Source: an optimization exercise on an open RTL-to-GDS flow (aim: small area, a short achievable clock period and few clock cycles). Production flows keep margins and buffers that such runs may drop. Only simulation tests tie the RTL to the original design; equivalence was not proved. Power figures rest on the tool's default switching activity, not on a simulated workload.

== run 1 ==
==> flow/design.v (excerpt) <==
module core #(
    parameter ADDR_W = 32,
    parameter INST_W = 32,
    parameter DATA_W = 32
)(
    input                   i_clk,
    input                   i_rst_n,
    output [ ADDR_W-1 : 0 ] o_i_addr,
    input  [ INST_W-1 : 0 ] i_i_inst,
    output                  o_d_we,
    output [ ADDR_W-1 : 0 ] o_d_addr,
    output [ DATA_W-1 : 0 ] o_d_wdata,
    input  [ DATA_W-1 : 0 ] i_d_rdata,
    output [        1 : 0 ] o_status,
    output                  o_status_valid
);
reg  [11:0] fa;          
reg  [11:0] pc_d;        
reg         vd;          
reg         ve;
reg  [31:0] a_d, b_d;    
reg  [15:0] imm_e;
reg  [4:0]  rd_e;
reg         is_r_e, wr_e, use_imm_e, sub_e, ovf_s_e, ovf_u_e, ovf_su_e, ovf_sub_e;
reg         lw_e, sw_e, eof_e;
reg  [7:0]  sel_e;
reg         br_eq_e, br_ne_e, br_gt_e, br_le_e;
reg  [11:0] tgt_e;
reg         ovf_t_e, ovf_nt_e;
reg         pref_e;      
reg         vm;          
reg         m_stop;      
reg         m_eof, m_ovf, m_is_r;
reg         m_we, m_ld;
reg  [4:0]  rd_m;
reg  [31:0] res_m;       
reg         d_we;
reg  [7:0]  d_addr;
reg         w_we, w_ld;
reg  [4:0]  rd_w;
reg  [31:0] res_w;
reg         halted;
reg         sv;
reg  [1:0]  st;
reg  [1:0]  fin_st;
wire [31:0] inst = i_i_inst;
wire [4:0]  rs = inst[25:21];
wire [4:0]  rt = inst[20:16];
wire [4:0]  rd = inst[15:11];
wire [15:0] im = inst[15:0];
  ...
Size in the first run: ~5000 cells after synthesis, roughly 170 I/O pins, roughly 0.061 mm² of cells after synthesis.
clock: 10.0 ns
lec_check: 0
cap_margin: 20
core_margin: 2
core_utilization: 45
cts_buf_list: sky130_fd_sc_hd__clkbuf_8
slew_margin: 20
standard.sh (not shown) runs the stock make flow with config.mk's settings and CLKGATE_MAP_FILE= SYNTH_SCRIPT=/design/flow/synth_recipe.tcl, a recipe that flattens the netlist after the stock synthesis.
==> flow/flow/run.sh <==
#!/bin/bash
# Layout: the standard flow (standard.sh) with these changes:
#  - repair_timing aims at a setup slack of 7 ns on the 10 ns clock (a 3 ns
#    period), working on the worst path only (TNS_END_PERCENT 0), so the
#    achieved period is pushed down without upsizing every path;
#  - synthesis leaves adders to abc instead of mapping them to full/half
#    adder cells (ADDER_MAP_FILE empty);
#  - the branch-target adder module tgt_add is kept as its own module through
#    abc (then flattened as usual), so abc maps it for its own critical path
#    (it sits on a path from the i_i_inst input);
#  - every port still gets its buffer, but a buf_4 instead of the delay cell
#    buffer_ports picks by default;
cd "$(dirname "$0")/.."
export SETUP_SLACK_MARGIN=7
export TNS_END_PERCENT=0
export ADDER_MAP_FILE=
export SYNTH_KEEP_MODULES=tgt_add
export BUFFER_PORTS_ARGS="-buffer_cell sky130_fd_sc_hd__buf_4"
bash standard.sh > standard.log 2>&1
Testbench counts of run 1, summed over its fixed seeds: cycles 164,830.
Inputs modified between run 1 and run 2:
diff --git a/flow/flow/run.sh b/flow/flow/run.sh
--- a/flow/flow/run.sh
+++ b/flow/flow/run.sh
@@ -10,5 +10,6 @@
 #    (it sits on a path from the i_i_inst input);
 #  - every port still gets its buffer, but a buf_4 instead of the delay cell
-#    buffer_ports picks by default;
+#    buffer_ports picks by default.
+# Registers, their names and types are those of the standard synthesis.
 cd "$(dirname "$0")/.."
 export SETUP_SLACK_MARGIN=7
diff --git a/flow/config.mk b/flow/config.mk
--- a/flow/config.mk
+++ b/flow/config.mk
@@ -8,5 +8,4 @@
 export CAP_MARGIN = 20
 export CORE_MARGIN = 2
-export CORE_UTILIZATION = 45
-export CTS_BUF_LIST = sky130_fd_sc_hd__clkbuf_8
+export CORE_UTILIZATION = 40
 export SLEW_MARGIN = 20
## What came out
Between run 2 and run 1, it is run 2 whose count of clock-net buffers in the final layout is lower, by 21%.
Power dissipated in the clock network deteriorates in run 2 relative to run 1.
Summary of run 2 over run 1: detailed router's first-iteration violation count up about 7%; wire length of the first global-routing pass up about 4%.
Looking at run 1 and run 2, the multi-input combinational cell count is a wash.
Half-perimeter wire length after placement of run 2 exceeds that of run 1 slightly.

separate check: timing with driven ports:
The flow's constraints put no driver on any port. The routed layouts listed below were extracted and timed again, unchanged, in two steps. Step 1 (the two cells are an assumption about what drives the block):
set clk [get_ports {i_clk}]
set_driving_cell -lib_cell sky130_fd_sc_hd__clkbuf_16 $clk
set_driving_cell -lib_cell sky130_fd_sc_hd__buf_2 [delete_from_list [all_inputs] $clk]
Step 2 also shifts input and output timing later by t, the mid clock arrival at the registers, as if the neighbouring blocks saw the same clock. a / b / c = no drivers / after step 1 / after step 2; a / b = the first two.
run | t (ns) | setup slack, ns | hold slack, ns | worst register clock-pin slew, ns | cell pins on the clock port's net
run 1 | 1.087 | 6.121 / 6.172 / 5.085 | 0.336 / 0.336 / 0.336 | 0.08 / 0.08 | 1
run 2 | 0.912 | 6.218 / 6.223 / 5.326 | 0.332 / 0.332 / 0.332 | 0.07 / 0.07 | 1
After both steps every run listed still meets setup and hold. For run 1, which loses most, drivers alone change the setup slack by +0.051 ns; drivers and shift together by -1.036 ns.
